This design comes from an exercise in tuning for small area on the open sky130 flow, not from production work.
The RTL was checked by simulation tests, not by an equivalence proof against the original design.
Power figures rest on the tool's default switching activity, not on a simulated workload.

exp/pepper:
## mc_core
module mc_core(
	input wire clk,
	input wire rst,
    input wire cmd_valid,
	output wire cmd_ready,
	input wire cmd_first,
	input wire cmd_last,
	input wire cmd_payload_mw,
	input wire cmd_payload_we,
	input wire [25:0] cmd_payload_addr,
	input wire wdata_valid,
	output wire wdata_ready,
	input wire wdata_first,
	input wire wdata_last,
	input wire [255:0] wdata_payload_data,
	input wire [31:0] wdata_payload_we,
	output wire rdata_valid,
	input wire rdata_ready,
	input wire rdata_first,
	input wire rdata_last,
	output wire [255:0] rdata_payload_data,
	input wire cmd_valid_1,
	output wire cmd_ready_1,
	input wire cmd_first_1,
	input wire cmd_last_1,
	input wire cmd_payload_mw_1,
	input wire cmd_payload_we_1,
	input wire [25:0] cmd_payload_addr_1,
	input wire wdata_valid_1,
	output wire wdata_ready_1,
	input wire wdata_first_1,
	input wire wdata_last_1,
	input wire [255:0] wdata_payload_data_1,
	input wire [31:0] wdata_payload_we_1,
	output wire rdata_valid_1,
	input wire rdata_ready_1,
	input wire rdata_first_1,
	input wire rdata_last_1,
	output wire [255:0] rdata_payload_data_1,
    output wire dfi_lpddr4_if_dfi_cs_0,
    output wire [5:0] dfi_lpddr4_if_dfi_ca_0,
    output wire dfi_lpddr4_if_dfi_cke_0,
    output wire dfi_lpddr4_if_dfi_odt_0,
    output wire dfi_lpddr4_if_dfi_reset_n_0,
    output wire dfi_lpddr4_if_dfi_act_n_0,
    output wire [63:0] dfi_lpddr4_if_dfi_wrdata_0,
    output wire [7:0] dfi_lpddr4_if_dfi_wrdata_mask_0,
    input wire [63:0] dfi_lpddr4_if_dfi_rdata_0,
    input wire dfi_lpddr4_if_dfi_rddata_valid_0,
    output wire dfi_lpddr4_if_dfi_rddata_en_0,
    output wire dfi_lpddr4_if_dfi_wrdata_en_0,
  ...
For scale: ~6100 cells after synthesis, about 2000 I/O pins, roughly 51000 um^2 of cells after synthesis.
export LEC_CHECK = 0
export CAP_MARGIN = 20
export CORE_AREA = 10 10 710 710
export DIE_AREA = 0 0 720 720
export SLEW_MARGIN = 20
create_clock -name core_clock -period 10.0 [get_ports {clk}]
standard.sh (not shown) runs the stock make flow with config.mk's settings and CLKGATE_MAP_FILE= SYNTH_SCRIPT=/design/flow/synth_recipe.tcl, a recipe that flattens the netlist after the stock synthesis.
==> flow/flow/run.sh <==
#!/bin/bash
# Layout flow: the standard synthesis, then an area-oriented re-mapping of
# the combinational logic only (every register instance is kept as the
# standard synthesis made it), then the standard ORFS flow from floorplan on,
# with small port buffers, a lighter clock tree and placement that is not
# timing-driven (timing is repaired after clock-tree synthesis and global
# routing, with a setup margin).
set -euo pipefail
HERE=$(pwd)
R=$HERE/orfs/results/sky130hd/mc_core/base
LIB=$FLOW_HOME/platforms/sky130hd/lib/sky130_fd_sc_hd__tt_025C_1v80.lib

# 1. standard synthesis
bash standard.sh synth > flow_1_synth.log 2>&1

# 2. re-map combinational cells for area
cp $R/1_2_yosys.v $HERE/standard_synth.v
python3 flow/gen_map.py $LIB $HERE/cells_map.v > flow_2_genmap.log 2>&1
DU=$(awk '{printf "-dont_use %s ", $1}' flow/dont_use.txt)
cat > $HERE/remap.ys <<EOT
read_liberty -lib $LIB
read_verilog -sv $HERE/standard_synth.v
hierarchy -top $FLOW_TOP
techmap -map $HERE/cells_map.v
techmap
opt -purge
abc -script $HERE/flow/remap.abc -liberty $LIB $DU
opt_clean -purge
hilomap -singleton -hicell sky130_fd_sc_hd__conb_1 HI -locell sky130_fd_sc_hd__conb_1 LO
splitnets
opt_clean -purge
stat -liberty $LIB
check -assert -mapped
write_verilog -noattr -noexpr -nohex -nodec $HERE/remapped.v
EOT
yosys -l flow_2_remap.log -q -s $HERE/remap.ys > /dev/null 2>&1
cp $HERE/remapped.v $R/1_2_yosys.v
touch $R/1_2_yosys.v

# 3. floorplan to final layout
bash standard.sh \
  'BUFFER_PORTS_ARGS=-buffer_cell sky130_fd_sc_hd__buf_1' \
  'CTS_ARGS=-sink_clustering_enable -repair_clock_nets -dont_use_dummy_load -buf_list sky130_fd_sc_hd__clkbuf_8 -sink_clustering_size 12' \
  'PLACE_DENSITY=0.70' \
  'GPL_TIMING_DRIVEN=0' \
  'SETUP_SLACK_MARGIN=0.3' \
  finish > flow_3_finish.log 2>&1
Other scripts of this flow, unchanged in this note and not shown: flow/flow/dont_use.txt, flow/flow/gen_map.py, flow/flow/remap.abc
exp/pepper finished every stage and its layout cleared the timing, DRC and antenna checks.
#### Input delta (exp/violet over exp/pepper)
-- flow/flow/run.sh --
<<< exp/pepper, line 41
bash standard.sh \
  'BUFFER_PORTS_ARGS=-buffer_cell sky130_fd_sc_hd__buf_1' \
  'CTS_ARGS=-sink_clustering_enable -repair_clock_nets -dont_use_dummy_load -buf_list sky130_fd_sc_hd__clkbuf_8 -sink_clustering_size 12' \
  'PLACE_DENSITY=0.70' \
  'GPL_TIMING_DRIVEN=0' \
>>> exp/violet, line 41
bash standard.sh \
  'BUFFER_PORTS_ARGS=-buffer_cell sky130_fd_sc_hd__buf_1' \
  'CTS_ARGS=-sink_clustering_enable -repair_clock_nets -dont_use_dummy_load -buf_list sky130_fd_sc_hd__clkbuf_8' \
  'PLACE_DENSITY=0.70' \
  'GPL_TIMING_DRIVEN=0' \
Results
Compared with exp/pepper, in exp/violet part of the cycle the worst path needs higher, maximum vdd drop lower, summed instance area of the synthesized netlist roughly the same, sequential cell count roughly the same, worst setup slack lower. Sort exp/violet and exp/pepper by diode insertion count for antenna repair desc -> top: exp/violet. exp/violet reports its capture point of the critical path as u_banks.g_bank[3].u_e.c_rd[2] while exp/pepper reports dfi_lpddr4_if_dfi_wrdata_mask_3[2]. Comparing exp/pepper with exp/violet, the combinational share of power came out essentially unchanged. Diff exp/violet..exp/pepper | clock network latency to the later pin of the worst-skew pair | negligible. Delta (exp/violet minus exp/pepper): worst hold margin shows an increase of 0.0045 ns; share of the final layout cell area in sequential cells shows no meaningful change. Post-layout utilization of the core essentially unchanged between exp/violet and exp/pepper.

-- port drivers added, routing unchanged --
Ports are ideal in the flow. The routed layouts listed here were re-timed in OpenROAD.
Step 1: set_driving_cell puts a clkbuf_16 on clk and a buf_2 on each other input, an assumption about the parent block.
Step 2, shift: input delay + t, output delay - t, t = (earliest + latest rising clock arrival at the registers) / 2. This alone moves slack from input paths to output paths.
a / b / c = no drivers / after step 1 / after step 2; a / b = the first two.
run | shift t [ns] | slack for setup (ns) | worst register clock-pin slew, ns | worst slew at a driven data input, ns | pins driven straight from the clock port
exp/pepper | 0.980 | 0.430 / 0.400 / -0.549 | 0.07 / 0.07 | 0.60 | 1
exp/violet | 0.980 | 0.350 / 0.333 / -0.646 | 0.07 / 0.07 | 0.60 | 1
Met with ideal ports but missed after step 2: setup timing in exp/pepper and exp/violet. The setup slack of exp/violet, which loses most, moves by -0.017 ns with the drivers and by -0.996 ns with both steps.
